This design comes from an exercise in tuning for small area, a short achievable clock period and few clock cycles on the open sky130 flow, not from production work.
In this exercise RTL edits were held to simulation tests only and were not proved equivalent to the original.

$ cat flow/run.sh
#!/bin/bash
set -euo pipefail
bash standard.sh MATCH_CELL_FOOTPRINT=0 'BUFFER_PORTS_ARGS=-buffer_cell sky130_fd_sc_hd__buf_2' finish > standard.log 2>&1
$ cat standard.sh
#!/bin/bash
# synth_recipe.tcl (not shown) runs the flow's synth.tcl, then flattens the netlist and writes it again
# the make line also repeats each setting of config.mk as NAME=value (left out here)
make -C /OpenROAD-flow-scripts/flow DESIGN_CONFIG=/design/flow/config.mk WORK_HOME=/design/flow/orfs CLKGATE_MAP_FILE= SYNTH_SCRIPT=/design/flow/synth_recipe.tcl "${@:-finish}"
$ cat config.mk
export PLATFORM = sky130hd
export DESIGN_NAME = goldschmidt_divider_q4_4
export DESIGN_NICKNAME = goldschmidt_divider_q4_4
export VERILOG_FILES = /design/flow/design.v
export SDC_FILE = /design/flow/constraint.sdc
export NUM_CORES = 4
export LEC_CHECK = 0
export ABC_AREA = 1
export CAP_MARGIN = 20
export CORE_MARGIN = 2
export CORE_UTILIZATION = 60
export SETUP_SLACK_MARGIN = 2.0
export SLEW_MARGIN = 20
$ cat constraint.sdc
create_clock -name core_clock -period 8.0 [get_ports {clk}]
set_input_delay 1.6000 -clock core_clock [delete_from_list [all_inputs] [get_ports {clk}]]
set_output_delay 1.6000 -clock core_clock [all_outputs]
set_load 0.01 [all_outputs]
$ cat design.v
module goldschmidt_divider_q4_4 (
    input  wire       clk,
    input  wire       rst_n,
    input  wire       start,
    input  wire [7:0] numerator,
    input  wire [7:0] denominator,
    output wire [7:0] quotient,
    output reg        valid,
    output reg        error
);
    reg busy;
    always @(posedge clk or negedge rst_n) begin
        if (!rst_n) begin
            busy  <= 1'b0;
            valid <= 1'b0;
        end else begin
            busy  <= start;
            valid <= busy;
        end
    end
    wire       sgn0 = numerator[7] ^ denominator[7];
    wire [7:0] nr0  = numerator[7]   ? -numerator   : numerator;
    wire [7:0] dr0  = denominator[7] ? -denominator : denominator;
    reg [2:0] p0, cls0;
    always @(*) begin
        casez (dr0)
            8'b1???????: begin p0 = 3'd7; cls0 = dr0[6:4]; end
            8'b01??????: begin p0 = 3'd6; cls0 = dr0[5:3]; end
            8'b001?????: begin p0 = 3'd5; cls0 = dr0[4:2]; end
            8'b0001????: begin p0 = 3'd4; cls0 = dr0[3:1]; end
            8'b00001???: begin p0 = 3'd3; cls0 = dr0[2:0]; end
            8'b000001??: begin p0 = 3'd2; cls0 = {dr0[1:0], 1'b0}; end
            8'b0000001?: begin p0 = 3'd1; cls0 = {dr0[0], 2'b0}; end
            default:     begin p0 = 3'd0; cls0 = 3'd0; end
        endcase
    end
    reg [4:0] bd0, bd1;
    reg [2:0] bd2;
    always @(*) begin
        case ({nr0[2:0], 1'b0})
            4'b0000:          bd0 = 5'b00000;
            4'b0010:          bd0 = 5'b00001;
            4'b0100:          bd0 = 5'b00010;
            4'b0110:          bd0 = 5'b00100;
            4'b1000:          bd0 = 5'b11000;
            4'b1010:          bd0 = 5'b10100;
            4'b1100:          bd0 = 5'b10010;
            default:          bd0 = 5'b10001;
        endcase
        case (nr0[5:2])
            4'b0000, 4'b1111: bd1 = 5'b00000;
            4'b0001, 4'b0010: bd1 = 5'b00001;
            4'b0011, 4'b0100: bd1 = 5'b00010;
            4'b0101, 4'b0110: bd1 = 5'b00100;
            4'b0111:          bd1 = 5'b01000;
            4'b1000:          bd1 = 5'b11000;
            4'b1001, 4'b1010: bd1 = 5'b10100;
            4'b1011, 4'b1100: bd1 = 5'b10010;
            default:          bd1 = 5'b10001;
        endcase
        bd2 = {1'b0, nr0[7] | (nr0[6] & nr0[5]), ~nr0[7] & (nr0[6] ^ nr0[5])};
    end
    wire [12:0] k1a0 = ({13{cls0 == 3'd0}} & 13'd7224) |
        ({13{cls0 == 3'd1}} & 13'd6783) |
        ({13{cls0 == 3'd2}} & 13'd6240) |
        ({13{cls0 == 3'd3}} & 13'd5840) |
        ({13{cls0 == 3'd4}} & 13'd5328) |
        ({13{cls0 == 3'd5}} & 13'd5004) |
        ({13{cls0 == 3'd6}} & 13'd4658) |
        ({13{cls0 == 3'd7}} & 13'd4369);
    wire [14:0] k3a0 = ({15{cls0 == 3'd0}} & 15'd21672) |
        ({15{cls0 == 3'd1}} & 15'd20349) |
        ({15{cls0 == 3'd2}} & 15'd18720) |
        ({15{cls0 == 3'd3}} & 15'd17520) |
        ({15{cls0 == 3'd4}} & 15'd15984) |
        ({15{cls0 == 3'd5}} & 15'd15012) |
        ({15{cls0 == 3'd6}} & 15'd13974) |
        ({15{cls0 == 3'd7}} & 15'd13107);
    wire [7:0] rom0;
    wire rom_n16, rom_n17, rom_n18, rom_n19, rom_n20, rom_n21, rom_n22,
    rom_n23, rom_n24, rom_n25, rom_n26, rom_n27, rom_n28, rom_n29, rom_n30,
    rom_n31, rom_n32, rom_n33, rom_n34, rom_n35, rom_n36, rom_n37, rom_n38,
    rom_n39, rom_n40, rom_n41, rom_n42, rom_n43, rom_n44, rom_n45, rom_n46,
    rom_n47, rom_n48, rom_n49, rom_n50, rom_n51, rom_n52, rom_n53, rom_n54,
    rom_n55, rom_n56, rom_n57, rom_n58, rom_n59, rom_n60, rom_n61, rom_n62,
    rom_n63, rom_n64, rom_n65, rom_n66, rom_n67, rom_n68, rom_n69, rom_n70,
    rom_n71, rom_n72, rom_n73, rom_n74, rom_n75, rom_n76, rom_n77, rom_n78,
    rom_n79, rom_n80, rom_n81, rom_n82, rom_n83, rom_n84, rom_n85, rom_n86,
    rom_n87, rom_n88, rom_n89, rom_n90, rom_n91, rom_n92, rom_n93, rom_n94,
    rom_n95, rom_n96, rom_n97, rom_n98, rom_n99, rom_n100, rom_n102,
    rom_n103, rom_n104, rom_n105, rom_n106, rom_n107, rom_n108, rom_n109,
    rom_n110, rom_n111, rom_n112, rom_n113, rom_n114, rom_n115, rom_n116,
    rom_n117, rom_n118, rom_n119, rom_n120, rom_n121, rom_n122, rom_n123,
    rom_n124, rom_n125, rom_n126, rom_n127, rom_n128, rom_n129, rom_n130,
    rom_n131, rom_n132, rom_n133, rom_n134, rom_n135, rom_n136, rom_n137,
    rom_n138, rom_n139, rom_n140, rom_n141, rom_n142, rom_n143, rom_n144,
    rom_n145, rom_n146, rom_n147, rom_n148, rom_n149, rom_n150, rom_n151,
    rom_n152, rom_n153, rom_n154, rom_n155, rom_n156, rom_n158, rom_n159,
    rom_n160, rom_n161, rom_n162, rom_n163, rom_n164, rom_n165, rom_n166,
    rom_n167, rom_n168, rom_n169, rom_n170, rom_n171, rom_n172, rom_n173,
    rom_n174, rom_n175, rom_n176, rom_n177, rom_n178, rom_n179, rom_n180,
    rom_n181, rom_n182, rom_n183, rom_n184, rom_n185, rom_n187, rom_n188,
    rom_n189, rom_n190, rom_n191, rom_n192, rom_n193, rom_n194, rom_n195,
    rom_n196, rom_n197, rom_n198, rom_n199, rom_n200, rom_n201, rom_n202,
    rom_n203, rom_n204, rom_n205, rom_n206, rom_n207, rom_n208, rom_n209,
    rom_n210, rom_n211, rom_n212, rom_n213, rom_n214, rom_n215, rom_n216,
    rom_n217, rom_n218, rom_n219, rom_n220, rom_n221, rom_n222, rom_n223,
    rom_n224, rom_n225, rom_n226, rom_n227, rom_n228, rom_n230, rom_n231,
    rom_n232, rom_n233, rom_n234, rom_n235, rom_n236, rom_n237, rom_n238,
    rom_n239, rom_n240, rom_n241, rom_n242, rom_n243, rom_n244, rom_n245,
    rom_n246, rom_n247, rom_n248, rom_n249, rom_n251, rom_n252, rom_n253,
    rom_n254, rom_n255, rom_n256, rom_n257, rom_n258, rom_n259, rom_n260,
    rom_n261, rom_n262, rom_n263, rom_n264, rom_n265, rom_n266, rom_n267,
    rom_n269, rom_n270, rom_n271, rom_n272, rom_n273, rom_n274, rom_n275,
    rom_n276, rom_n277, rom_n278, rom_n279, rom_n280, rom_n281, rom_n282,
    rom_n283, rom_n284, rom_n285, rom_n286, rom_n287, rom_n288, rom_n289,
    rom_n290, rom_n291, rom_n293, rom_n294, rom_n295, rom_n296, rom_n297,
    rom_n298, rom_n299, rom_n300, rom_n301, rom_n302, rom_n303, rom_n304,
    rom_n305, rom_n306, rom_n307, rom_n308, rom_n309, rom_n310, rom_n311,
    rom_n312, rom_n313, rom_n314;
    assign rom_n16 = nr0[1] & nr0[4];
    assign rom_n17 = ~nr0[6] & ~rom_n16;
    assign rom_n18 = nr0[6] & rom_n16;
    assign rom_n19 = nr0[5] & ~nr0[6];
    assign rom_n20 = ~nr0[5] & nr0[6];
    assign rom_n21 = ~rom_n19 & ~rom_n20;
    assign rom_n22 = ~rom_n18 & rom_n21;
    assign rom_n23 = ~rom_n17 & rom_n22;
    assign rom_n24 = nr0[2] & rom_n20;
    assign rom_n25 = ~nr0[1] & ~nr0[4];
    assign rom_n26 = nr0[5] & rom_n25;
    assign rom_n27 = ~rom_n24 & ~rom_n26;
    assign rom_n28 = ~rom_n23 & rom_n27;
    assign rom_n29 = nr0[3] & ~rom_n28;
    assign rom_n30 = ~nr0[2] & rom_n20;
    assign rom_n31 = nr0[1] & ~nr0[2];
    assign rom_n32 = rom_n19 & ~rom_n31;
    assign rom_n33 = ~rom_n30 & ~rom_n32;
    assign rom_n34 = nr0[3] & nr0[6];
    assign rom_n35 = ~rom_n16 & rom_n34;
    assign rom_n36 = rom_n16 & rom_n20;
    assign rom_n37 = ~rom_n35 & ~rom_n36;
    assign rom_n38 = ~rom_n16 & ~rom_n20;
    assign rom_n39 = rom_n37 & ~rom_n38;
    assign rom_n40 = ~rom_n33 & rom_n39;
    assign rom_n41 = nr0[1] & ~nr0[6];
    assign rom_n42 = ~nr0[3] & ~rom_n19;
    assign rom_n43 = ~rom_n16 & rom_n42;
    assign rom_n44 = rom_n41 & rom_n43;
    assign rom_n45 = ~nr0[3] & nr0[4];
    assign rom_n46 = nr0[5] & rom_n45;
    assign rom_n47 = ~nr0[1] & ~nr0[2];
    assign rom_n48 = nr0[5] & nr0[6];
    assign rom_n49 = rom_n47 & rom_n48;
    assign rom_n50 = ~rom_n46 & rom_n49;
    assign rom_n51 = nr0[1] & nr0[2];
    assign rom_n52 = ~nr0[3] & ~nr0[6];
    assign rom_n53 = nr0[4] & rom_n52;
    assign rom_n54 = ~rom_n51 & rom_n53;
    assign rom_n55 = rom_n46 & ~rom_n47;
    assign rom_n56 = ~rom_n54 & ~rom_n55;
    assign rom_n57 = ~rom_n50 & rom_n56;
    assign rom_n58 = ~rom_n44 & rom_n57;
    assign rom_n59 = ~rom_n40 & rom_n58;
    assign rom_n60 = ~rom_n29 & rom_n59;
    assign rom_n61 = ~nr0[0] & nr0[1];
    assign rom_n62 = ~nr0[0] & nr0[4];
    assign rom_n63 = ~rom_n19 & rom_n62;
    assign rom_n64 = ~rom_n61 & ~rom_n63;
    assign rom_n65 = ~rom_n18 & ~rom_n64;
    assign rom_n66 = nr0[1] & ~rom_n62;
    assign rom_n67 = ~rom_n20 & ~rom_n41;
    assign rom_n68 = ~rom_n66 & rom_n67;
    assign rom_n69 = nr0[0] & ~nr0[3];
    assign rom_n70 = ~rom_n21 & rom_n69;
    assign rom_n71 = nr0[3] & ~nr0[4];
    assign rom_n72 = rom_n20 & rom_n71;
    assign rom_n73 = ~nr0[0] & ~nr0[5];
    assign rom_n74 = nr0[3] & rom_n73;
    assign rom_n75 = ~rom_n72 & ~rom_n74;
    assign rom_n76 = ~rom_n70 & rom_n75;
    assign rom_n77 = ~rom_n68 & rom_n76;
    assign rom_n78 = nr0[2] & ~rom_n77;
    assign rom_n79 = rom_n19 & rom_n71;
    assign rom_n80 = nr0[0] & nr0[4];
    assign rom_n81 = ~rom_n19 & rom_n80;
    assign rom_n82 = ~nr0[1] & ~rom_n45;
    assign rom_n83 = ~rom_n81 & rom_n82;
    assign rom_n84 = ~rom_n79 & rom_n83;
    assign rom_n85 = rom_n78 & ~rom_n84;
    assign rom_n86 = ~rom_n65 & ~rom_n85;
    assign rom_n87 = nr0[0] & ~nr0[6];
    assign rom_n88 = ~rom_n86 & ~rom_n87;
    assign rom_n89 = ~rom_n60 & rom_n88;
    assign rom_n90 = ~nr0[6] & rom_n85;
    assign rom_n91 = nr0[0] & rom_n60;
    assign rom_n92 = ~rom_n90 & rom_n91;
    assign rom_n93 = ~rom_n89 & ~rom_n92;
    assign rom_n94 = nr0[2] & rom_n19;
    assign rom_n95 = ~rom_n20 & ~rom_n94;
    assign rom_n96 = ~rom_n34 & ~rom_n52;
    assign rom_n97 = ~nr0[2] & rom_n96;
    assign rom_n98 = rom_n95 & ~rom_n97;
    assign rom_n99 = ~nr0[0] & rom_n25;
    assign rom_n100 = ~rom_n98 & rom_n99;
    assign rom0[0] = ~rom_n93 | rom_n100;
    assign rom_n102 = ~rom_n16 & ~rom_n25;
    assign rom_n103 = nr0[5] & rom_n80;
    assign rom_n104 = ~nr0[6] & ~rom_n103;
    assign rom_n105 = rom_n102 & rom_n104;
    assign rom_n106 = ~rom_n85 & rom_n105;
    assign rom_n107 = ~rom_n20 & ~rom_n106;
    assign rom_n108 = ~rom_n93 & rom_n107;
    assign rom_n109 = nr0[4] & ~rom_n108;
    assign rom_n110 = rom_n19 & rom_n47;
    assign rom_n111 = nr0[2] & nr0[6];
    assign rom_n112 = ~rom_n20 & ~rom_n111;
    assign rom_n113 = nr0[1] & ~nr0[5];
    assign rom_n114 = ~rom_n112 & ~rom_n113;
    assign rom_n115 = ~rom_n110 & ~rom_n114;
    assign rom_n116 = rom_n69 & ~rom_n115;
    assign rom_n117 = ~nr0[2] & ~nr0[5];
    assign rom_n118 = nr0[0] & ~nr0[1];
    assign rom_n119 = ~rom_n61 & ~rom_n118;
    assign rom_n120 = rom_n117 & rom_n119;
    assign rom_n121 = rom_n34 & ~rom_n118;
    assign rom_n122 = rom_n112 & rom_n121;
    assign rom_n123 = ~rom_n120 & ~rom_n122;
    assign rom_n124 = ~nr0[3] & rom_n61;
    assign rom_n125 = rom_n20 & rom_n124;
    assign rom_n126 = rom_n51 & rom_n74;
    assign rom_n127 = ~rom_n125 & ~rom_n126;
    assign rom_n128 = rom_n123 & rom_n127;
    assign rom_n129 = ~nr0[3] & rom_n118;
    assign rom_n130 = ~rom_n61 & rom_n94;
    assign rom_n131 = ~rom_n129 & rom_n130;
    assign rom_n132 = ~nr0[0] & nr0[5];
    assign rom_n133 = rom_n31 & rom_n132;
    assign rom_n134 = nr0[2] & rom_n118;
    assign rom_n135 = rom_n21 & rom_n134;
    assign rom_n136 = ~rom_n133 & ~rom_n135;
    assign rom_n137 = ~rom_n131 & rom_n136;
    assign rom_n138 = rom_n128 & rom_n137;
    assign rom_n139 = ~rom_n116 & rom_n138;
    assign rom_n140 = rom_n109 & rom_n139;
    assign rom_n141 = ~nr0[1] & nr0[4];
    assign rom_n142 = nr0[4] & ~nr0[5];
    assign rom_n143 = ~rom_n45 & ~rom_n142;
    assign rom_n144 = rom_n141 & rom_n143;
    assign rom_n145 = rom_n87 & rom_n144;
    assign rom_n146 = rom_n37 & ~rom_n145;
    assign rom_n147 = rom_n16 & ~rom_n78;
    assign rom_n148 = ~rom_n146 & ~rom_n147;
    assign rom_n149 = ~nr0[0] & ~rom_n37;
    assign rom_n150 = ~nr0[2] & ~rom_n149;
    assign rom_n151 = ~rom_n148 & ~rom_n150;
    assign rom_n152 = ~nr0[3] & ~nr0[5];
    assign rom_n153 = ~rom_n151 & rom_n152;
    assign rom_n154 = ~rom_n108 & rom_n153;
    assign rom_n155 = ~rom_n109 & ~rom_n139;
    assign rom_n156 = ~rom_n154 & ~rom_n155;
    assign rom0[1] = ~rom_n140 & rom_n156;
    assign rom_n158 = ~nr0[3] & rom_n25;
    assign rom_n159 = rom_n132 & rom_n158;
    assign rom_n160 = nr0[3] & rom_n25;
    assign rom_n161 = rom_n21 & rom_n160;
    assign rom_n162 = rom_n20 & rom_n118;
    assign rom_n163 = ~rom_n161 & ~rom_n162;
    assign rom_n164 = ~rom_n159 & rom_n163;
    assign rom_n165 = ~rom_n145 & rom_n164;
    assign rom_n166 = ~nr0[2] & ~rom_n165;
    assign rom_n167 = rom_n17 & ~rom_n46;
    assign rom_n168 = ~rom_n96 & ~rom_n167;
    assign rom_n169 = ~nr0[5] & ~nr0[6];
    assign rom_n170 = rom_n158 & rom_n169;
    assign rom_n171 = ~rom_n168 & ~rom_n170;
    assign rom_n172 = rom_n98 & rom_n142;
    assign rom_n173 = rom_n171 & rom_n172;
    assign rom_n174 = ~rom_n85 & ~rom_n173;
    assign rom_n175 = ~rom_n166 & rom_n174;
    assign rom_n176 = ~rom_n51 & rom0[1];
    assign rom_n177 = ~nr0[2] & rom_n25;
    assign rom_n178 = ~rom_n24 & ~rom_n177;
    assign rom_n179 = rom_n43 & rom_n178;
    assign rom_n180 = ~rom_n176 & rom_n179;
    assign rom_n181 = rom_n175 & ~rom_n180;
    assign rom_n182 = rom_n19 & rom_n31;
    assign rom_n183 = ~rom_n155 & rom_n182;
    assign rom_n184 = rom_n30 & rom_n62;
    assign rom_n185 = ~rom_n183 & ~rom_n184;
    assign rom0[2] = ~rom_n181 | ~rom_n185;
    assign rom_n187 = rom_n20 & ~rom_n181;
    assign rom_n188 = rom_n45 & ~rom_n168;
    assign rom_n189 = ~nr0[2] & ~rom_n80;
    assign rom_n190 = rom_n119 & rom_n189;
    assign rom_n191 = nr0[2] & nr0[4];
    assign rom_n192 = ~nr0[5] & ~rom_n191;
    assign rom_n193 = ~rom_n190 & ~rom_n192;
    assign rom_n194 = ~nr0[3] & nr0[6];
    assign rom_n195 = ~nr0[4] & ~rom_n194;
    assign rom_n196 = ~rom_n160 & rom_n195;
    assign rom_n197 = rom_n193 & rom_n196;
    assign rom_n198 = ~rom_n188 & ~rom_n197;
    assign rom_n199 = nr0[6] & rom_n193;
    assign rom_n200 = nr0[3] & ~rom_n199;
    assign rom_n201 = nr0[5] & rom_n66;
    assign rom_n202 = rom_n104 & ~rom_n201;
    assign rom_n203 = ~rom_n85 & ~rom_n202;
    assign rom_n204 = ~nr0[1] & rom_n73;
    assign rom_n205 = ~nr0[0] & rom_n85;
    assign rom_n206 = ~rom_n204 & ~rom_n205;
    assign rom_n207 = ~rom_n203 & rom_n206;
    assign rom_n208 = rom_n200 & ~rom_n207;
    assign rom_n209 = ~rom_n198 & ~rom_n208;
    assign rom_n210 = nr0[4] & rom_n33;
    assign rom_n211 = nr0[3] & ~rom_n210;
    assign rom_n212 = ~rom_n197 & rom_n211;
    assign rom_n213 = ~rom_n166 & rom_n212;
    assign rom_n214 = ~rom_n209 & ~rom_n213;
    assign rom_n215 = ~rom_n187 & rom_n214;
    assign rom_n216 = rom_n30 & rom_n45;
    assign rom_n217 = ~nr0[0] & ~rom_n72;
    assign rom_n218 = ~rom_n216 & rom_n217;
    assign rom_n219 = ~rom_n215 & ~rom_n218;
    assign rom_n220 = rom_n42 & ~rom_n195;
    assign rom_n221 = rom0[0] & rom_n220;
    assign rom_n222 = ~nr0[0] & ~rom_n221;
    assign rom_n223 = rom_n215 & rom_n222;
    assign rom_n224 = ~rom_n219 & ~rom_n223;
    assign rom_n225 = rom_n16 & ~rom_n21;
    assign rom_n226 = nr0[0] & ~rom_n38;
    assign rom_n227 = ~rom_n225 & rom_n226;
    assign rom_n228 = ~rom_n214 & rom_n227;
    assign rom0[3] = rom_n224 | rom_n228;
    assign rom_n230 = nr0[2] & ~nr0[4];
    assign rom_n231 = ~rom_n151 & ~rom_n230;
    assign rom_n232 = nr0[0] & rom_n48;
    assign rom_n233 = ~nr0[6] & ~rom_n71;
    assign rom_n234 = ~rom_n141 & rom_n233;
    assign rom_n235 = ~rom_n232 & ~rom_n234;
    assign rom_n236 = ~rom_n131 & ~rom_n235;
    assign rom_n237 = ~rom_n224 & rom_n236;
    assign rom_n238 = ~rom_n166 & ~rom_n224;
    assign rom_n239 = ~rom_n52 & ~rom_n113;
    assign rom_n240 = rom_n102 & rom_n239;
    assign rom_n241 = rom_n171 & ~rom_n240;
    assign rom_n242 = ~rom_n238 & rom_n241;
    assign rom_n243 = ~rom_n237 & ~rom_n242;
    assign rom_n244 = ~rom_n231 & ~rom_n243;
    assign rom_n245 = ~nr0[2] & nr0[4];
    assign rom_n246 = ~rom_n146 & rom_n245;
    assign rom_n247 = ~rom0[1] & rom_n246;
    assign rom_n248 = rom_n231 & ~rom_n247;
    assign rom_n249 = rom_n243 & rom_n248;
    assign rom0[4] = rom_n244 | rom_n249;
    assign rom_n251 = rom_n169 & rom_n177;
    assign rom_n252 = ~rom_n111 & ~rom_n251;
    assign rom_n253 = ~nr0[0] & ~rom_n252;
    assign rom_n254 = rom_n52 & rom_n189;
    assign rom_n255 = ~nr0[5] & rom_n158;
    assign rom_n256 = ~rom_n144 & ~rom_n255;
    assign rom_n257 = ~rom_n254 & rom_n256;
    assign rom_n258 = ~rom_n253 & ~rom_n257;
    assign rom_n259 = nr0[5] & ~rom_n102;
    assign rom_n260 = ~rom_n80 & ~rom_n259;
    assign rom_n261 = rom0[1] & ~rom_n260;
    assign rom_n262 = ~rom_n192 & rom_n194;
    assign rom_n263 = ~rom_n261 & rom_n262;
    assign rom_n264 = ~rom_n173 & ~rom_n208;
    assign rom_n265 = ~rom_n263 & rom_n264;
    assign rom_n266 = nr0[4] & rom_n204;
    assign rom_n267 = ~rom_n265 & ~rom_n266;
    assign rom0[5] = rom_n258 | rom_n267;
    assign rom_n269 = nr0[0] & nr0[2];
    assign rom_n270 = ~nr0[0] & ~nr0[2];
    assign rom_n271 = rom_n20 & ~rom_n270;
    assign rom_n272 = ~rom_n269 & rom_n271;
    assign rom_n273 = rom_n16 & ~rom_n272;
    assign rom_n274 = ~rom_n237 & rom_n273;
    assign rom_n275 = ~nr0[1] & nr0[5];
    assign rom_n276 = ~rom_n191 & rom_n275;
    assign rom_n277 = ~rom_n93 & rom_n276;
    assign rom_n278 = rom_n21 & ~rom_n117;
    assign rom_n279 = ~rom_n69 & ~rom_n278;
    assign rom_n280 = rom_n69 & rom_n95;
    assign rom_n281 = rom_n25 & ~rom_n280;
    assign rom_n282 = ~rom_n279 & rom_n281;
    assign rom_n283 = ~rom_n277 & ~rom_n282;
    assign rom_n284 = ~rom_n274 & rom_n283;
    assign rom_n285 = ~rom_n200 & ~rom_n284;
    assign rom_n286 = nr0[1] & ~rom_n142;
    assign rom_n287 = nr0[6] & ~rom_n286;
    assign rom_n288 = ~rom_n20 & rom_n286;
    assign rom_n289 = ~rom_n287 & ~rom_n288;
    assign rom_n290 = ~rom_n265 & rom_n289;
    assign rom_n291 = ~rom_n106 & ~rom_n290;
    assign rom0[6] = rom_n285 | ~rom_n291;
    assign rom_n293 = ~nr0[1] & rom_n175;
    assign rom_n294 = nr0[0] & ~rom_n293;
    assign rom_n295 = rom_n175 & rom_n200;
    assign rom_n296 = ~rom_n294 & ~rom_n295;
    assign rom_n297 = ~rom_n277 & rom_n296;
    assign rom_n298 = rom_n106 & rom_n208;
    assign rom_n299 = ~nr0[1] & rom_n34;
    assign rom_n300 = rom_n143 & ~rom_n299;
    assign rom_n301 = nr0[2] & ~rom_n45;
    assign rom_n302 = ~rom_n300 & ~rom_n301;
    assign rom_n303 = ~rom_n72 & ~rom_n302;
    assign rom_n304 = ~rom_n298 & rom_n303;
    assign rom_n305 = ~rom_n297 & rom_n304;
    assign rom_n306 = nr0[1] & rom_n34;
    assign rom_n307 = ~rom_n141 & ~rom_n306;
    assign rom_n308 = rom0[2] & rom_n307;
    assign rom_n309 = ~nr0[0] & ~rom_n308;
    assign rom_n310 = ~rom_n305 & ~rom_n309;
    assign rom_n311 = rom_n47 & rom_n52;
    assign rom_n312 = rom_n300 & ~rom_n311;
    assign rom_n313 = ~rom_n208 & rom_n312;
    assign rom_n314 = rom_n309 & rom_n313;
    assign rom0[7] = rom_n310 | rom_n314;
    wire dz0   = (denominator == 8'd0);
    wire eq0   = (nr0 == dr0);
    wire d160  = (dr0 == 8'h10) & nr0[7];
    wire d1280 = (denominator == 8'h80);
    wire usesp0 = dz0 | eq0 | d160 | d1280;
    reg [7:0] spec0;
    always @(*) begin
        if (dz0)       spec0 = 8'h00;
        else if (eq0)  spec0 = 8'h10;
        else if (d160) spec0 = 8'h80;
        else           spec0 = rom0;
    end
    wire       bsa0 = bd0[4], bsa1 = bd1[4];
    wire [4:1] bma0 = bd0[3:0], bma1 = bd1[3:0];
    wire [4:1] bma2 = {2'b00, bd2[1:0]};
    wire ppa0_0 = (bsa0 ^ ((bma0[1] & k1a0[0]) | (bma0[3] & k3a0[0])));
    wire ppa0_1 = (bsa0 ^ ((bma0[1] & k1a0[1]) | (bma0[2] & k1a0[0]) | (bma0[3] & k3a0[1])));
    wire ppa0_2 = (bsa0 ^ ((bma0[1] & k1a0[2]) | (bma0[2] & k1a0[1]) | (bma0[3] & k3a0[2]) | (bma0[4] & k1a0[0])));
    wire ppa0_3 = (bsa0 ^ ((bma0[1] & k1a0[3]) | (bma0[2] & k1a0[2]) | (bma0[3] & k3a0[3]) | (bma0[4] & k1a0[1])));
    wire ppa0_4 = (bsa0 ^ ((bma0[1] & k1a0[4]) | (bma0[2] & k1a0[3]) | (bma0[3] & k3a0[4]) | (bma0[4] & k1a0[2])));
    wire ppa0_5 = (bsa0 ^ ((bma0[1] & k1a0[5]) | (bma0[2] & k1a0[4]) | (bma0[3] & k3a0[5]) | (bma0[4] & k1a0[3])));
    wire ppa0_6 = (bsa0 ^ ((bma0[1] & k1a0[6]) | (bma0[2] & k1a0[5]) | (bma0[3] & k3a0[6]) | (bma0[4] & k1a0[4])));
    wire ppa0_7 = (bsa0 ^ ((bma0[1] & k1a0[7]) | (bma0[2] & k1a0[6]) | (bma0[3] & k3a0[7]) | (bma0[4] & k1a0[5])));
    wire ppa0_8 = (bsa0 ^ ((bma0[1] & k1a0[8]) | (bma0[2] & k1a0[7]) | (bma0[3] & k3a0[8]) | (bma0[4] & k1a0[6])));
    wire ppa0_9 = (bsa0 ^ ((bma0[1] & k1a0[9]) | (bma0[2] & k1a0[8]) | (bma0[3] & k3a0[9]) | (bma0[4] & k1a0[7])));
    wire ppa0_10 = (bsa0 ^ ((bma0[1] & k1a0[10]) | (bma0[2] & k1a0[9]) | (bma0[3] & k3a0[10]) | (bma0[4] & k1a0[8])));
    wire ppa0_11 = (bsa0 ^ ((bma0[1] & k1a0[11]) | (bma0[2] & k1a0[10]) | (bma0[3] & k3a0[11]) | (bma0[4] & k1a0[9])));
    wire ppa0_12 = (bsa0 ^ ((bma0[1] & k1a0[12]) | (bma0[2] & k1a0[11]) | (bma0[3] & k3a0[12]) | (bma0[4] & k1a0[10])));
    wire ppa0_13 = (bsa0 ^ ((bma0[2] & k1a0[12]) | (bma0[3] & k3a0[13]) | (bma0[4] & k1a0[11])));
    wire ppa0_14 = (bsa0 ^ ((bma0[3] & k3a0[14]) | (bma0[4] & k1a0[12])));
    wire [14:0] ppa0 = {ppa0_14, ppa0_13, ppa0_12, ppa0_11, ppa0_10, ppa0_9, ppa0_8, ppa0_7, ppa0_6, ppa0_5, ppa0_4, ppa0_3, ppa0_2, ppa0_1, ppa0_0};
    wire ppa1_0 = (bsa1 ^ ((bma1[1] & k1a0[0]) | (bma1[3] & k3a0[0])));
    wire ppa1_1 = (bsa1 ^ ((bma1[1] & k1a0[1]) | (bma1[2] & k1a0[0]) | (bma1[3] & k3a0[1])));
    wire ppa1_2 = (bsa1 ^ ((bma1[1] & k1a0[2]) | (bma1[2] & k1a0[1]) | (bma1[3] & k3a0[2]) | (bma1[4] & k1a0[0])));
    wire ppa1_3 = (bsa1 ^ ((bma1[1] & k1a0[3]) | (bma1[2] & k1a0[2]) | (bma1[3] & k3a0[3]) | (bma1[4] & k1a0[1])));
    wire ppa1_4 = (bsa1 ^ ((bma1[1] & k1a0[4]) | (bma1[2] & k1a0[3]) | (bma1[3] & k3a0[4]) | (bma1[4] & k1a0[2])));
    wire ppa1_5 = (bsa1 ^ ((bma1[1] & k1a0[5]) | (bma1[2] & k1a0[4]) | (bma1[3] & k3a0[5]) | (bma1[4] & k1a0[3])));
    wire ppa1_6 = (bsa1 ^ ((bma1[1] & k1a0[6]) | (bma1[2] & k1a0[5]) | (bma1[3] & k3a0[6]) | (bma1[4] & k1a0[4])));
    wire ppa1_7 = (bsa1 ^ ((bma1[1] & k1a0[7]) | (bma1[2] & k1a0[6]) | (bma1[3] & k3a0[7]) | (bma1[4] & k1a0[5])));
    wire ppa1_8 = (bsa1 ^ ((bma1[1] & k1a0[8]) | (bma1[2] & k1a0[7]) | (bma1[3] & k3a0[8]) | (bma1[4] & k1a0[6])));
    wire ppa1_9 = (bsa1 ^ ((bma1[1] & k1a0[9]) | (bma1[2] & k1a0[8]) | (bma1[3] & k3a0[9]) | (bma1[4] & k1a0[7])));
    wire ppa1_10 = (bsa1 ^ ((bma1[1] & k1a0[10]) | (bma1[2] & k1a0[9]) | (bma1[3] & k3a0[10]) | (bma1[4] & k1a0[8])));
    wire ppa1_11 = (bsa1 ^ ((bma1[1] & k1a0[11]) | (bma1[2] & k1a0[10]) | (bma1[3] & k3a0[11]) | (bma1[4] & k1a0[9])));
    wire ppa1_12 = (bsa1 ^ ((bma1[1] & k1a0[12]) | (bma1[2] & k1a0[11]) | (bma1[3] & k3a0[12]) | (bma1[4] & k1a0[10])));
    wire ppa1_13 = (bsa1 ^ ((bma1[2] & k1a0[12]) | (bma1[3] & k3a0[13]) | (bma1[4] & k1a0[11])));
    wire ppa1_14 = (bsa1 ^ ((bma1[3] & k3a0[14]) | (bma1[4] & k1a0[12])));
    wire [14:0] ppa1 = {ppa1_14, ppa1_13, ppa1_12, ppa1_11, ppa1_10, ppa1_9, ppa1_8, ppa1_7, ppa1_6, ppa1_5, ppa1_4, ppa1_3, ppa1_2, ppa1_1, ppa1_0};
    wire ppa2_0 = ((bma2[1] & k1a0[0]));
    wire ppa2_1 = ((bma2[1] & k1a0[1]) | (bma2[2] & k1a0[0]));
    wire ppa2_2 = ((bma2[1] & k1a0[2]) | (bma2[2] & k1a0[1]));
    wire ppa2_3 = ((bma2[1] & k1a0[3]) | (bma2[2] & k1a0[2]));
    wire ppa2_4 = ((bma2[1] & k1a0[4]) | (bma2[2] & k1a0[3]));
    wire ppa2_5 = ((bma2[1] & k1a0[5]) | (bma2[2] & k1a0[4]));
    wire ppa2_6 = ((bma2[1] & k1a0[6]) | (bma2[2] & k1a0[5]));
    wire ppa2_7 = ((bma2[1] & k1a0[7]) | (bma2[2] & k1a0[6]));
    wire ppa2_8 = ((bma2[1] & k1a0[8]) | (bma2[2] & k1a0[7]));
    wire ppa2_9 = ((bma2[1] & k1a0[9]) | (bma2[2] & k1a0[8]));
    wire ppa2_10 = ((bma2[1] & k1a0[10]) | (bma2[2] & k1a0[9]));
    wire ppa2_11 = ((bma2[1] & k1a0[11]) | (bma2[2] & k1a0[10]));
    wire ppa2_12 = ((bma2[1] & k1a0[12]) | (bma2[2] & k1a0[11]));
    wire ppa2_13 = ((bma2[2] & k1a0[12]));
    wire [13:0] ppa2 = {ppa2_13, ppa2_12, ppa2_11, ppa2_10, ppa2_9, ppa2_8, ppa2_7, ppa2_6, ppa2_5, ppa2_4, ppa2_3, ppa2_2, ppa2_1, ppa2_0};
    reg [14:0] pp0, pp1;
    reg [13:0] pp2;
    reg        bs0, bs1;
    reg [2:0]  pa, cls;
    reg        sgna, dza, usespa;
    always @(posedge clk) begin
        pp0    <= usesp0 ? 15'd0 : ppa0;
        pp1    <= usesp0 ? 15'd0 : ppa1;
        pp2    <= usesp0 ? {3'd0, spec0, 3'd0} : ppa2;
        bs0    <= ~usesp0 & bsa0;
        bs1    <= ~usesp0 & bsa1;
        pa     <= p0;
        cls    <= cls0;
        sgna   <= sgn0;
        dza    <= dz0;
        usespa <= usesp0;
    end
    wire m1_1;
    wire m1_2;
    wire m1_3;
    wire m1_4;
    wire m1_5;
    wire m1_6;
    wire m1_7;
    wire m1_8;
    wire m1_9;
    wire m1_10;
    wire m1_11;
    wire m1_12;
    wire m1_13;
    wire m1_14;
    wire m1_15;
    wire m1_16;
    wire m1_17;
    wire m1_18;
    wire m1_19;
    wire m1_20;
    wire m1_21;
    wire m1_22;
    wire m1_23;
    wire m1_24;
    wire m1_25;
    wire m1_26;
    wire m1_27;
    wire m1_28;
    wire m1_29;
    wire m1_30;
    wire m1_31;
    wire m1_32;
    wire m1_33;
    wire m1_34;
    assign m1_1 = bs1 ^ pp0[3];
    assign m1_2 = bs1 & pp0[3];
    assign m1_3 = pp0[4] ^ pp1[1];
    assign m1_4 = pp0[4] & pp1[1];
    assign m1_5 = pp0[5] ^ pp1[2];
    assign m1_6 = pp0[5] & pp1[2];
    assign m1_7 = pp0[6] ^ pp1[3] ^ pp2[0];
    assign m1_8 = (pp0[6] & pp1[3]) | (pp0[6] & pp2[0]) | (pp1[3] & pp2[0]);
    assign m1_9 = pp0[7] ^ pp1[4] ^ pp2[1];
    assign m1_10 = (pp0[7] & pp1[4]) | (pp0[7] & pp2[1]) | (pp1[4] & pp2[1]);
    assign m1_11 = pp0[8] ^ pp1[5] ^ pp2[2];
    assign m1_12 = (pp0[8] & pp1[5]) | (pp0[8] & pp2[2]) | (pp1[5] & pp2[2]);
    assign m1_13 = pp0[9] ^ pp1[6] ^ pp2[3];
    assign m1_14 = (pp0[9] & pp1[6]) | (pp0[9] & pp2[3]) | (pp1[6] & pp2[3]);
    assign m1_15 = pp0[10] ^ pp1[7] ^ pp2[4];
    assign m1_16 = (pp0[10] & pp1[7]) | (pp0[10] & pp2[4]) | (pp1[7] & pp2[4]);
    assign m1_17 = pp0[11] ^ pp1[8] ^ pp2[5];
    assign m1_18 = (pp0[11] & pp1[8]) | (pp0[11] & pp2[5]) | (pp1[8] & pp2[5]);
    assign m1_19 = pp0[12] ^ pp1[9] ^ pp2[6];
    assign m1_20 = (pp0[12] & pp1[9]) | (pp0[12] & pp2[6]) | (pp1[9] & pp2[6]);
    assign m1_21 = pp0[13] ^ pp1[10] ^ pp2[7];
    assign m1_22 = (pp0[13] & pp1[10]) | (pp0[13] & pp2[7]) | (pp1[10] & pp2[7]);
    assign m1_23 = pp0[14] ^ pp1[11] ^ pp2[8];
    assign m1_24 = (pp0[14] & pp1[11]) | (pp0[14] & pp2[8]) | (pp1[11] & pp2[8]);
    assign m1_25 = bs0 ^ pp1[12] ^ pp2[9];
    assign m1_26 = (bs0 & pp1[12]) | (bs0 & pp2[9]) | (pp1[12] & pp2[9]);
    assign m1_27 = bs0 ^ pp1[13] ^ pp2[10];
    assign m1_28 = (bs0 & pp1[13]) | (bs0 & pp2[10]) | (pp1[13] & pp2[10]);
    assign m1_29 = bs0 ^ pp1[14] ^ pp2[11];
    assign m1_30 = (bs0 & pp1[14]) | (bs0 & pp2[11]) | (pp1[14] & pp2[11]);
    assign m1_31 = ~bs0 ^ ~bs1 ^ pp2[12];
    assign m1_32 = (~bs0 & ~bs1) | (~bs0 & pp2[12]) | (~bs1 & pp2[12]);
    assign m1_33 = 1'b1 ^ pp2[13];
    assign m1_34 = 1'b1 & pp2[13];
    wire [19:0] x_a = {m1_33, m1_31, m1_29, m1_27, m1_25, m1_23, m1_21, m1_19, m1_17, m1_15, m1_13, m1_11, m1_9, m1_7, m1_5, m1_3, m1_1, pp0[2], pp0[1], bs0};
    wire [19:0] x_b = {m1_32, m1_30, m1_28, m1_26, m1_24, m1_22, m1_20, m1_18, m1_16, m1_14, m1_12, m1_10, m1_8, m1_6, m1_4, m1_2, pp1[0], 1'b0, 1'b0, pp0[0]};
    wire [19:0] x  = x_a + x_b;
    wire [11:0] n2 = x[19:8];
    wire [1:0] s3 = ({2{cls == 3'd1}} & 2'd1) |
        ({2{cls == 3'd2}} & 2'd2) |
        ({2{cls == 3'd3}} & 2'd2) |
        ({2{cls == 3'd4}} & 2'd2) |
        ({2{cls == 3'd5}} & 2'd2) |
        ({2{cls == 3'd6}} & 2'd2) |
        ({2{cls == 3'd7}} & 2'd2);
    wire [1:0] es = ({2{cls == 3'd0}} & 2'd1) |
        ({2{cls == 3'd2}} & 2'd2) |
        ({2{cls == 3'd4}} & 2'd1);
    wire [2:0] e1 = ({3{cls == 3'd0}} & 3'd1) |
        ({3{cls == 3'd1}} & 3'd4) |
        ({3{cls == 3'd2}} & 3'd7) |
        ({3{cls == 3'd3}} & 3'd2) |
        ({3{cls == 3'd4}} & 3'd1) |
        ({3{cls == 3'd7}} & 3'd1);
    wire [2:0] e2 = ({3{cls == 3'd0}} & 3'd4) |
        ({3{cls == 3'd1}} & 3'd1) |
        ({3{cls == 3'd3}} & 3'd1) |
        ({3{cls == 3'd4}} & 3'd2) |
        ({3{cls == 3'd5}} & 3'd1) |
        ({3{cls == 3'd6}} & 3'd1);
    wire [19:0] c2t = ({20{cls == 3'd0}} & 20'd1040385) |
        ({20{cls == 3'd2}} & 20'd1015812) |
        ({20{cls == 3'd4}} & 20'd1040385);
    wire [19:0] c2 = c2t & {20{~usespa}};
    wire es_0 = es[0] & ~usespa, es_1 = es[1] & ~usespa;
    wire e1_0 = e1[0] & ~usespa, e1_1 = e1[1] & ~usespa, e1_2 = e1[2] & ~usespa;
    wire e2_0 = e2[0] & ~usespa, e2_1 = e2[1] & ~usespa, e2_2 = e2[2] & ~usespa;
    wire m2_1;
    wire m2_2;
    wire m2_3;
    wire m2_4;
    wire m2_5;
    wire m2_6;
    wire m2_7;
    wire m2_8;
    wire m2_9;
    wire m2_10;
    wire m2_11;
    wire m2_12;
    wire m2_13;
    wire m2_14;
    wire m2_15;
    wire m2_16;
    wire m2_17;
    wire m2_18;
    wire m2_19;
    wire m2_20;
    wire m2_21;
    wire m2_22;
    wire m2_23;
    wire m2_24;
    wire m2_25;
    wire m2_26;
    wire m2_27;
    wire m2_28;
    wire m2_29;
    wire m2_30;
    wire m2_31;
    wire m2_32;
    wire m2_33;
    wire m2_34;
    wire m2_35;
    wire m2_36;
    wire m2_37;
    wire m2_38;
    wire m2_39;
    wire m2_40;
    wire m2_41;
    wire m2_42;
    wire m2_43;
    wire m2_44;
    wire m2_45;
    wire m2_46;
    wire m2_47;
    wire m2_48;
    wire m2_49;
    wire m2_50;
    wire m2_51;
    wire m2_52;
    wire m2_53;
    wire m2_54;
    assign m2_1 = n2[0] ^ (es_0 ^ ((e1_0 & n2[8]) | (e2_0 & n2[7])));
    assign m2_2 = n2[0] & (es_0 ^ ((e1_0 & n2[8]) | (e2_0 & n2[7])));
    assign m2_3 = n2[1] ^ (es_0 ^ ((e1_0 & n2[9]) | (e2_0 & n2[8]))) ^ (es_1 ^ ((e1_1 & n2[7]) | (e2_1 & n2[6])));
    assign m2_4 = (n2[1] & (es_0 ^ ((e1_0 & n2[9]) | (e2_0 & n2[8])))) | (n2[1] & (es_1 ^ ((e1_1 & n2[7]) | (e2_1 & n2[6])))) | ((es_0 ^ ((e1_0 & n2[9]) | (e2_0 & n2[8]))) & (es_1 ^ ((e1_1 & n2[7]) | (e2_1 & n2[6]))));
    assign m2_5 = n2[2] ^ (es_0 ^ ((e1_0 & n2[10]) | (e2_0 & n2[9]))) ^ (es_1 ^ ((e1_1 & n2[8]) | (e2_1 & n2[7])));
    assign m2_6 = (n2[2] & (es_0 ^ ((e1_0 & n2[10]) | (e2_0 & n2[9])))) | (n2[2] & (es_1 ^ ((e1_1 & n2[8]) | (e2_1 & n2[7])))) | ((es_0 ^ ((e1_0 & n2[10]) | (e2_0 & n2[9]))) & (es_1 ^ ((e1_1 & n2[8]) | (e2_1 & n2[7]))));
    assign m2_7 = n2[3] ^ (es_0 ^ ((e1_0 & n2[11]) | (e2_0 & n2[10]))) ^ (es_1 ^ ((e1_1 & n2[9]) | (e2_1 & n2[8])));
    assign m2_8 = (n2[3] & (es_0 ^ ((e1_0 & n2[11]) | (e2_0 & n2[10])))) | (n2[3] & (es_1 ^ ((e1_1 & n2[9]) | (e2_1 & n2[8])))) | ((es_0 ^ ((e1_0 & n2[11]) | (e2_0 & n2[10]))) & (es_1 ^ ((e1_1 & n2[9]) | (e2_1 & n2[8]))));
    assign m2_9 = n2[4] ^ (es_0 ^ ((e2_0 & n2[11]))) ^ (es_1 ^ ((e1_1 & n2[10]) | (e2_1 & n2[9])));
    assign m2_10 = (n2[4] & (es_0 ^ ((e2_0 & n2[11])))) | (n2[4] & (es_1 ^ ((e1_1 & n2[10]) | (e2_1 & n2[9])))) | ((es_0 ^ ((e2_0 & n2[11]))) & (es_1 ^ ((e1_1 & n2[10]) | (e2_1 & n2[9]))));
    assign m2_11 = n2[5] ^ c2[13] ^ (es_1 ^ ((e1_1 & n2[11]) | (e2_1 & n2[10])));
    assign m2_12 = (n2[5] & c2[13]) | (n2[5] & (es_1 ^ ((e1_1 & n2[11]) | (e2_1 & n2[10])))) | (c2[13] & (es_1 ^ ((e1_1 & n2[11]) | (e2_1 & n2[10]))));
    assign m2_13 = n2[6] ^ c2[14] ^ (es_1 ^ ((e2_1 & n2[11])));
    assign m2_14 = (n2[6] & c2[14]) | (n2[6] & (es_1 ^ ((e2_1 & n2[11])))) | (c2[14] & (es_1 ^ ((e2_1 & n2[11]))));
    assign m2_15 = n2[7] ^ c2[15];
    assign m2_16 = n2[7] & c2[15];
    assign m2_17 = n2[8] ^ c2[16];
    assign m2_18 = n2[8] & c2[16];
    assign m2_19 = c2[2] ^ (es_0 ^ ((e1_0 & n2[2]) | (e2_0 & n2[1])));
    assign m2_20 = c2[2] & (es_0 ^ ((e1_0 & n2[2]) | (e2_0 & n2[1])));
    assign m2_21 = (es_0 ^ ((e1_0 & n2[3]) | (e2_0 & n2[2]))) ^ (es_1 ^ ((e1_1 & n2[1]) | (e2_1 & n2[0])));
    assign m2_22 = (es_0 ^ ((e1_0 & n2[3]) | (e2_0 & n2[2]))) & (es_1 ^ ((e1_1 & n2[1]) | (e2_1 & n2[0])));
    assign m2_23 = (es_0 ^ ((e1_0 & n2[4]) | (e2_0 & n2[3]))) ^ (es_1 ^ ((e1_1 & n2[2]) | (e2_1 & n2[1]))) ^ ((e1_2 & n2[0]));
    assign m2_24 = ((es_0 ^ ((e1_0 & n2[4]) | (e2_0 & n2[3]))) & (es_1 ^ ((e1_1 & n2[2]) | (e2_1 & n2[1])))) | ((es_0 ^ ((e1_0 & n2[4]) | (e2_0 & n2[3]))) & ((e1_2 & n2[0]))) | ((es_1 ^ ((e1_1 & n2[2]) | (e2_1 & n2[1]))) & ((e1_2 & n2[0])));
    assign m2_25 = (es_0 ^ ((e1_0 & n2[5]) | (e2_0 & n2[4]))) ^ (es_1 ^ ((e1_1 & n2[3]) | (e2_1 & n2[2]))) ^ ((e1_2 & n2[1]) | (e2_2 & n2[0]));
    assign m2_26 = ((es_0 ^ ((e1_0 & n2[5]) | (e2_0 & n2[4]))) & (es_1 ^ ((e1_1 & n2[3]) | (e2_1 & n2[2])))) | ((es_0 ^ ((e1_0 & n2[5]) | (e2_0 & n2[4]))) & ((e1_2 & n2[1]) | (e2_2 & n2[0]))) | ((es_1 ^ ((e1_1 & n2[3]) | (e2_1 & n2[2]))) & ((e1_2 & n2[1]) | (e2_2 & n2[0])));
    assign m2_27 = (es_0 ^ ((e1_0 & n2[6]) | (e2_0 & n2[5]))) ^ (es_1 ^ ((e1_1 & n2[4]) | (e2_1 & n2[3]))) ^ ((e1_2 & n2[2]) | (e2_2 & n2[1]));
    assign m2_28 = ((es_0 ^ ((e1_0 & n2[6]) | (e2_0 & n2[5]))) & (es_1 ^ ((e1_1 & n2[4]) | (e2_1 & n2[3])))) | ((es_0 ^ ((e1_0 & n2[6]) | (e2_0 & n2[5]))) & ((e1_2 & n2[2]) | (e2_2 & n2[1]))) | ((es_1 ^ ((e1_1 & n2[4]) | (e2_1 & n2[3]))) & ((e1_2 & n2[2]) | (e2_2 & n2[1])));
    assign m2_29 = (es_0 ^ ((e1_0 & n2[7]) | (e2_0 & n2[6]))) ^ (es_1 ^ ((e1_1 & n2[5]) | (e2_1 & n2[4]))) ^ ((e1_2 & n2[3]) | (e2_2 & n2[2]));
    assign m2_30 = ((es_0 ^ ((e1_0 & n2[7]) | (e2_0 & n2[6]))) & (es_1 ^ ((e1_1 & n2[5]) | (e2_1 & n2[4])))) | ((es_0 ^ ((e1_0 & n2[7]) | (e2_0 & n2[6]))) & ((e1_2 & n2[3]) | (e2_2 & n2[2]))) | ((es_1 ^ ((e1_1 & n2[5]) | (e2_1 & n2[4]))) & ((e1_2 & n2[3]) | (e2_2 & n2[2])));
    assign m2_31 = (es_1 ^ ((e1_1 & n2[6]) | (e2_1 & n2[5]))) ^ ((e1_2 & n2[4]) | (e2_2 & n2[3])) ^ m2_1;
    assign m2_32 = ((es_1 ^ ((e1_1 & n2[6]) | (e2_1 & n2[5]))) & ((e1_2 & n2[4]) | (e2_2 & n2[3]))) | ((es_1 ^ ((e1_1 & n2[6]) | (e2_1 & n2[5]))) & m2_1) | (((e1_2 & n2[4]) | (e2_2 & n2[3])) & m2_1);
    assign m2_33 = ((e1_2 & n2[5]) | (e2_2 & n2[4])) ^ m2_2 ^ m2_3;
    assign m2_34 = (((e1_2 & n2[5]) | (e2_2 & n2[4])) & m2_2) | (((e1_2 & n2[5]) | (e2_2 & n2[4])) & m2_3) | (m2_2 & m2_3);
    assign m2_35 = ((e1_2 & n2[6]) | (e2_2 & n2[5])) ^ m2_4 ^ m2_5;
    assign m2_36 = (((e1_2 & n2[6]) | (e2_2 & n2[5])) & m2_4) | (((e1_2 & n2[6]) | (e2_2 & n2[5])) & m2_5) | (m2_4 & m2_5);
    assign m2_37 = ((e1_2 & n2[7]) | (e2_2 & n2[6])) ^ m2_6 ^ m2_7;
    assign m2_38 = (((e1_2 & n2[7]) | (e2_2 & n2[6])) & m2_6) | (((e1_2 & n2[7]) | (e2_2 & n2[6])) & m2_7) | (m2_6 & m2_7);
    assign m2_39 = ((e1_2 & n2[8]) | (e2_2 & n2[7])) ^ m2_8 ^ m2_9;
    assign m2_40 = (((e1_2 & n2[8]) | (e2_2 & n2[7])) & m2_8) | (((e1_2 & n2[8]) | (e2_2 & n2[7])) & m2_9) | (m2_8 & m2_9);
    assign m2_41 = ((e1_2 & n2[9]) | (e2_2 & n2[8])) ^ m2_10 ^ m2_11;
    assign m2_42 = (((e1_2 & n2[9]) | (e2_2 & n2[8])) & m2_10) | (((e1_2 & n2[9]) | (e2_2 & n2[8])) & m2_11) | (m2_10 & m2_11);
    assign m2_43 = ((e1_2 & n2[10]) | (e2_2 & n2[9])) ^ m2_12 ^ m2_13;
    assign m2_44 = (((e1_2 & n2[10]) | (e2_2 & n2[9])) & m2_12) | (((e1_2 & n2[10]) | (e2_2 & n2[9])) & m2_13) | (m2_12 & m2_13);
    assign m2_45 = m2_15 ^ ((e1_2 & n2[11]) | (e2_2 & n2[10])) ^ m2_14;
    assign m2_46 = (m2_15 & ((e1_2 & n2[11]) | (e2_2 & n2[10]))) | (m2_15 & m2_14) | (((e1_2 & n2[11]) | (e2_2 & n2[10])) & m2_14);
    assign m2_47 = m2_16 ^ m2_17 ^ ((e2_2 & n2[11]));
    assign m2_48 = (m2_16 & m2_17) | (m2_16 & ((e2_2 & n2[11]))) | (m2_17 & ((e2_2 & n2[11])));
    assign m2_49 = n2[9] ^ c2[17] ^ m2_18;
    assign m2_50 = (n2[9] & c2[17]) | (n2[9] & m2_18) | (c2[17] & m2_18);
    assign m2_51 = n2[10] ^ c2[18];
    assign m2_52 = n2[10] & c2[18];
    assign m2_53 = n2[11] ^ c2[19];
    assign m2_54 = n2[11] & c2[19];
    wire [19:0] y_a = {m2_53, m2_51, m2_49, m2_47, m2_45, m2_43, m2_41, m2_39, m2_37, m2_35, m2_33, m2_31, m2_29, m2_27, m2_25, m2_23, m2_21, m2_19, (es_0 ^ ((e1_0 & n2[1]) | (e2_0 & n2[0]))), c2[0]};
    wire [19:0] y_b = {m2_52, m2_50, m2_48, m2_46, m2_44, m2_42, m2_40, m2_38, m2_36, m2_34, m2_32, m2_30, m2_28, m2_26, m2_24, m2_22, m2_20, (es_1 ^ ((e1_1 & n2[0]))), 1'b0, (es_0 ^ ((e1_0 & n2[0])))};
    wire [19:0] y  = y_a + y_b;
    reg [11:0] n3;
    reg        sg;
    reg [2:0]  pb;
    reg [1:0]  sb;
    always @(posedge clk) begin
        n3    <= y[19:8];
        pb    <= usespa ? 3'd0 : pa;
        sb    <= usespa ? 2'd3 : s3;
        sg    <= sgna;
        error <= dza;
    end
    wire [5:0]  n3s = (sb == 2'd0) ? n3[11:6] :
                      (sb == 2'd1) ? {1'b0, n3[11:7]} :
                      (sb == 2'd2) ? {2'b0, n3[11:8]} : 6'd0;
    wire [12:0] n4  = {1'b0, n3} + {7'd0, n3s};
    wire [6:0]  ph = 7'd1 << pb;
    wire [8:0]  t = ({9{ph[0]}} & n4[8:0])  | ({9{ph[1]}} & n4[9:1])  |
                    ({9{ph[2]}} & n4[10:2]) | ({9{ph[3]}} & n4[11:3]) |
                    ({9{ph[4]}} & n4[12:4]) | ({9{ph[5]}} & {1'b0, n4[12:5]}) |
                    ({9{ph[6]}} & {2'b0, n4[12:6]});
    assign quotient = (t[8:1] ^ {8{sg}}) + {7'd0, t[0] ^ sg};
endmodule
==> flow_summary.yaml, run 1 <==
run_status:
  outcome: "timing/DRC/antenna clean"
floorplanning:
  fp.dieArea_um2: 15600
  core_area_um2: 14400
  rows: 44
  chipHeight_um: 125
  design.portCount: 29
  initial_core_util_pct: 61.0
  die_x_um: 125
sta:
  hold_ws_ps: 331
  worst_pin_slew_ps: 1050
  timing.slew.headroom_pct: 29.2
  layout_min_cycle_time_ps: 5620
  finalSetupViolCount: 0
  period_share_pct: 70.2
  timing_max_transition_violations_final: 0
  achievable-frequency_ghz: 0.178
  skew_ps: 10.1
  timing.setup.tns_ps: 0
  grt_setup_unrepaired: "yes"
  hold_viol: 0
hold_path:
  min-delay-path-class: "register to register"
clock_network:
  ctsRootBufferMaster: "clkbuf_16"
  cts-htree-levels: 3
  cts_tree: "built"
  postCtsHoldBufs: 0
  clock-sinks: 76
  cts_buffer_depth: 2
  worst_skew_pair.late_latency_ps: 340
  numCtsBuffers: 9
  clock_transition_at_the_registers_of_the_reported_paths_ps: 70
worst_setup_path:
  critical_path.max_fanout: 7
  worst_setup_path_end_kind: "register"
  timing.critical_path.slowest_cell_delay_ps: 580
  timing.critical_path.arrival_ps: 5880
  critical_path_start_type: "register"
  critical_path.n_buffers_inverters: 1
  cp_slowest_cell: "fa_1"
  most_used_cell_cp: "nand2_1"
  criticalPathCategory: "register to register"
  required_ps: 8260
  cp_top_family: "simple AND/OR/NAND/NOR gates"
  flop_to_flop_setup_slack_ps: 2380
route:
  detail_route.drc_violations: 0
  finalWirelength_mm: 23.7
  num_vias: 8955
  vias_per_cell: 5.86
  drt_first_pass_iters: 6
  final_antenna_net_count: 0
  drt_iter0_markers: 881
  drt-wirelength-per-cell_um: 15.5
synth:
  synth_nets: 1434
  ys_seq_area_share_pct: 17.4
  post_synthesis_area_per_instance_um2: 6.64
  ys_warn_count: 1
  synth-edff-count: 0
  asyncSetResetFlopFracSynth_pct: 2.63
  yosys_most_used_dff: "dfxtp_1"
  synth-seq-cells: 76
  post_synth_inst_count: 1325
  netlist_area_before_placement_um2: 8800
  count_of_different_cell_masters_after_synthesis: 59
placed_design:
  dpl_cells: 1511
  final_weighted_congestion_in_routability_driven_placement: 1.07
  number_of_buffers_added_on_ports: 28
  detailed_place_hpwl_mm: 18.3
grt:
  globalRoute.totalOverflow: 0
  globalRouteMet3Util_pct: 4.58
  grt_use_met2_pct: 51.2
  groute.usage.overall_pct: 30.2
  via_count_of_the_first_global_routing_pass: 8537
  most_heavily_used_metal_layer_in_global_routing: "met2"
  grt_first_pass_wirelength_mm: 39.9
  maximum_number_of_pins_on_one_net_before_global_route_repair: 21
  met1_resource_use_gr_pct: 39.7
  initial_antenna_violation_count: 0
final_layout:
  post_layout_nonfiller_instances: 1529
  finalNetCount: 1449
  areaGrowthSynthToFinish_pct: 7.65
  insertedDiodeCount: 0
  fraction_of_layout_cells_with_a_size_suffix_above_1_pct: 12.1
  post-route-util_pct: 65.7
flow_run:
  drv_cap: 0
==> worst register-to-register path, delay by kind of cell, from the launching register on <==
kind	cells	cell delay (ps)
xor gates and xnor gates	2	310
buffers and inverters	1	50
adders and majority gates	5	2090
and+or+nand+nor	21	2140
DFF	1	320
AOI/OAI and AO/OA	4	630
==> repair_timing <==
action	4_1_cts	5_1_grt
setup buffers	0	2
setup endpoints to repair	0	12
gates resized for setup	0	27
==> area by class of cell <==
type,count,area [µm²]
Multi-Input combinational cell,975,6300
Fill cell,1375,4950
Sequential cell,76,1530
Inverter,245,920
Tap cell,184,230
Clock buffer,9,225
Timing Repair Buffer,33,178
Clock inverter,7,91.3
==> flip-flops by register name, indices dropped and copies added, names as in the netlist, 2 cells and up <==
signal  count
pp1        15
pa          3
n3         12
sb          2
pb          3
pp2        14
cls         3
pp0        15
==> path summary, 6_finish.rpt <==
check / cells after the start / startpoint / end
setup / recovery: 33 / pp2[1] / n3[8]
hold / removal: 0 / sgna / sg
setup reg to reg: 33 / pp2[1] / n3[8]
hold reg to reg: 0 / sgna / sg
max in group asynchronous: 1 / rst_n / busy
min in group asynchronous: 1 / rst_n / valid
==> cells in the mapped netlist, drive strengths merged, types with 2 or more instances <==
cell type / number / share of area [%]
clkbuf: 11 / 0.47
a221oi: 8 / 0.87
o32ai: 2 / 0.20
o22ai: 43 / 3.1
nor2: 130 / 6.6
dfxtp: 74 / 17
nor4: 4 / 0.46
o221ai: 22 / 2.3
o21bai: 3 / 0.26
inv: 234 / 10
nand2: 238 / 11
fa: 33 / 7.5
and3: 2 / 0.14
xor2: 60 / 6.1
ha: 57 / 8.1
or2: 4 / 0.28
clkinv: 11 / 0.47
a31oi: 4 / 0.28
nand4: 12 / 0.85
dfrtp: 2 / 0.57
nor3: 21 / 1.4
or3: 3 / 0.21
buf: 18 / 1.4
o21ai: 136 / 7.8
a211oi: 2 / 0.17
o211ai: 14 / 1.3
a21oi: 63 / 3.6
o2111ai: 3 / 0.30
nand3b: 3 / 0.26
xnor2: 11 / 1.1
nand3: 77 / 4.6
a22oi: 11 / 0.94
==> through the flow <==
step	cell area (µm²)	worst slack, ps
detailed placement	9030	2210
global route	9470	1870
CTS	9340	2180
global placement	9030	2390
finish	9470	2380
floorplan	8800	2670
==> cells by family (layout without fill, tap and decap cells) <==
family	Yosys count	after routing	share of synthesized area (%)
buf+inv	274	294	12.3
fa+ha+maj	90	90	15.6
xor+xnor	71	71	7.15
simple gates	496	496	25.8
flops	76	76	17.4
compound gates	318	318	21.7
==> placed cells by master, fill, tap and decap left out, types with 5 or more instances in the layout <==
cell type	netlist	final
clkbuf_16	0	9
o21ai_1	39	41
o21ai_0	95	91
dfxtp_1	74	74
buf_2	9	28
o211ai_1	13	13
a22oi_1	11	11
nand2_4	4	5
ha_1	57	53
nand2_2	15	17
nor2_2	12	15
inv_1	197	197
inv_2	37	37
buf_4	2	5
nand2_1	219	216
nand4_1	12	12
xor2_1	59	58
nor3_1	19	19
o221ai_1	21	20
o22ai_1	43	43
nor2_1	110	107
fa_1	33	32
a221oi_1	7	6
nor2_4	8	8
a21oi_1	63	60
xnor2_1	11	11
clkinv_1	11	11
nand3_1	73	73
==> layer usage <==
| layer | vias to the layer above | share of wire, % |
|---|---|---|
| met5 | - | 0 |
| met4 | 0 | 2.4 |
| met3 | 67 | 8.1 |
| met2 | 422 | 48 |
| met1 | 4012 | 42 |
| li1 | 4454 | - |
Testbench counts, summed over its fixed seeds: cycles 32,000.
==> run 2: changes to the inputs <==
--- a/config.mk
+++ b/config.mk
@@ -8,6 +8,6 @@
 export ABC_AREA = 1
 export CAP_MARGIN = 20
 export CORE_MARGIN = 2
-export CORE_UTILIZATION = 60
+export CORE_UTILIZATION = 50
 export SETUP_SLACK_MARGIN = 2.0
 export SLEW_MARGIN = 20
==> flow_summary.yaml, run 2 <==
placed_design:
  final_weighted_congestion_in_routability_driven_placement: 1.10
  pre_cts_slack_ps: 2170
  detailed_place_hpwl_mm: 19.6
  number_of_buffers_added_on_ports: 28
synth:
  synth_nets: 1434
  ys_warn_count: 1
  count_of_different_cell_masters_after_synthesis: 59
  synthMostInstantiatedCell: "nand2_1"
  ys_seq_area_share_pct: 17.4
  synth-seq-cells: 76
  post_synthesis_area_per_instance_um2: 6.64
  yosys-top-cells-count: "nand2_1, inv_1, nor2_1, o21ai_0, dfxtp_1"
  post_synth_inst_count: 1325
  yosys.area.top_type_share_pct: 16.8
  netlist_area_before_placement_um2: 8800
  yosys_most_used_dff: "dfxtp_1"
  synth-edff-count: 0
  synthTopCellsByArea: "dfxtp_1, nand2_1, inv_1, ha_1, fa_1"
  synthDominantAreaCellType: "dfxtp_1"
  asyncSetResetFlopFracSynth_pct: 2.63
route:
  detail_route.drc_violations: 0
  drt_first_pass_iters: 7
  finalWirelength_mm: 24.9
  final_antenna_net_count: 0
  drt_iter0_markers: 857
  num_vias: 8930
  drt-wirelength-per-cell_um: 15.8
  vias_per_cell: 5.67
sta:
  grt_setup_unrepaired: "yes"
  achievable-frequency_ghz: 0.179
  skew_ps: 17.8
  layout_min_cycle_time_ps: 5590
  timing.setup.tns_ps: 0
  hold_viol: 0
  finalSetupViolCount: 0
  worst_pin_slew_ps: 1040
  period_share_pct: 69.9
  setup_slack_ps: 2410
  timing_max_transition_violations_final: 0
  timing.slew.headroom_pct: 28.6
worst_setup_path:
  worst_setup_path_end_kind: "register"
  critical_path_start_type: "register"
  most_used_cell_cp: "nand2_1"
  cp_slowest_cell: "fa_1"
  critical_path.n_buffers_inverters: 2
  cp_top_family: "adder cells"
  timing.critical_path.arrival_ps: 5850
  required_ps: 8260
  criticalPathCategory: "register to register"
  critical_path.max_fanout: 5
  timing.critical_path.slowest_cell_delay_ps: 490
hold_path:
  min-delay-path-class: "register to register"
grt:
  met1_resource_use_gr_pct: 35.4
  grt_use_met2_pct: 45.5
  groute.usage.overall_pct: 27.1
  most_heavily_used_metal_layer_in_global_routing: "met2"
  initial_antenna_violation_count: 0
  maximum_number_of_pins_on_one_net_before_global_route_repair: 21
  grt_first_pass_wirelength_mm: 40.6
  via_count_of_the_first_global_routing_pass: 8388
  globalRoute.totalOverflow: 0
  globalRouteMet3Util_pct: 4.11
run_status:
  outcome: "timing/DRC/antenna clean"
flow_run:
  drv_cap: 0
final_layout:
  finalNetCount: 1454
  most_common_library_cell_in_the_layout_ignoring_fill_and_taps: "nand2_1"
  insertedDiodeCount: 0
  areaGrowthSynthToFinish_pct: 8.96
  fraction_of_layout_cells_with_a_size_suffix_above_1_pct: 12.7
  highest_count_cells_in_the_layout_ignoring_fill_and_taps: "nand2_1, inv_1, nor2_1"
  layout_top_registers: "pp0 x15, pp1 x15, pp2 x14"
floorplanning:
  rows: 48
  core_area_um2: 17200
  chipHeight_um: 137
  design.portCount: 29
  die_x_um: 137
  fp.dieArea_um2: 18700
  initial_core_util_pct: 51.0
clock_network:
  numCtsBuffers: 9
  clock-sinks: 76
  cts_tree: "built"
  ctsRootBufferMaster: "clkbuf_16"
  worst_skew_pair.late_latency_ps: 350
  clock_transition_at_the_registers_of_the_reported_paths_ps: 60
  cts_buffer_depth: 2
  cts-htree-levels: 3
==> run 2: cell types whose count changed in the layout (fill, tap and decap cells not counted), moves of 2 or more <==
cell / before / now
inv_6: 3 / 1
buf_4: 5 / 10
bufinv_16: 1 / 3
nand2_1: 216 / 213
nand2_2: 17 / 20
==> run 2: cells by family (layout without fill, tap and decap cells) <==
| logic type | Yosys count | count (layout) | synth area share (%) |
|---|---|---|---|
| XOR/XNOR | 71 | 71 | 7.15 |
| flip-flops | 76 | 76 | 17.4 |
| adder cells (fa/ha/maj) | 90 | 90 | 15.6 |
| AO/OA/AOI/OAI | 318 | 318 | 21.7 |
| AND/OR/NAND/NOR | 496 | 496 | 25.8 |
| buffers and inverters | 274 | 299 | 12.3 |
==> run 2: layer usage <==
metal | wire length (µm) | vias up | part of all wire (%)
li1 | - | 4459 | -
met5 | 0 | - | 0
met1 | 11000 | 4053 | 44
met3 | 1640 | 72 | 6.6
met2 | 11600 | 346 | 46
met4 | 721 | 0 | 2.9
==> run 2: final cells by class <==
type,count,area (µm²)
Tap cell,225,282
Clock buffer,9,225
Clock inverter,7,123
Fill cell,1756,7650
Timing Repair Buffer,38,215
Multi-Input combinational cell,975,6290
Sequential cell,76,1530
Inverter,245,920
==> run 2: worst reg2reg max path, delay by kind of cell (launching register included) <==
| kind | cells | cell delay [ps] |
|---|---|---|
| AOI/OAI and AO/OA | 5 | 740 |
| buffers and inverters | 2 | 130 |
| and+or+nand+nor | 21 | 1910 |
| xor gates and xnor gates | 2 | 400 |
| DFF | 1 | 320 |
| adders and majority gates | 5 | 2000 |
==> run 2: metrics by stage <==
step                instance area [µm²]  instances  utilization, %  hold slack, ps
floorplan                          8800       1325               -             310
global placement                   9090       1554            52.8             316
detailed placement                 9090       1554            52.8             312
CTS                                9440       1570            54.8             326
global route                       9590       1575            55.6             347
finish                             9590       1575            55.6             325
==> run 2: path summary, 6_finish.rpt <==
check / endpoint / cells past startpoint / slack (ps) / from
setup / recovery: n3[10] / 35 / 2410 / pp0[7]
min in group asynchronous: valid / 1 / 1040 / rst_n
hold / removal: sg / 0 / 320 / sgna
hold reg to reg: sg / 0 / 320 / sgna
max in group asynchronous: busy / 1 / 6870 / rst_n
setup reg to reg: n3[10] / 35 / 2410 / pp0[7]
==> run 2: timing repair <==
item                                    4_1_cts  5_1_grt
resized for setup                             0       30
buffers inserted                              0        5
hold buffers                                  0        0
endpoints found under the setup margin        0       12

afterwards: timing with drivers on the ports:
The flow's constraints put no driver on any port. The routed layouts listed below were extracted and timed again, unchanged, in two steps.
Step 1: set_driving_cell puts a clkbuf_16 on clk and a buf_2 on each other input, an assumption about the parent block.
Step 2 moves the port delays by t, midway between the first and last clock arrival at a register: inputs arrive t later, outputs are due t later. That takes back most of the time a late clock gives input paths.
a / b / c = ideal ports / drivers / drivers and shift; a / b = the first two.
run | t (ns) | setup WS [ns] | hold slack, ns | worst register clock-pin slew, ns | cell pins on the clock port's net
run 1 | 0.371 | 2.382 / 2.382 / 2.382 | 0.331 / 0.331 / 0.331 | 0.07 / 0.07 | 1
run 2 | 0.385 | 2.412 / 2.403 / 2.257 | 0.325 / 0.325 / 0.325 | 0.07 / 0.07 | 1
After both steps every run listed still meets setup and hold. The setup slack of run 2, which loses most, moves by -0.009 ns with the drivers and by -0.155 ns with both steps.
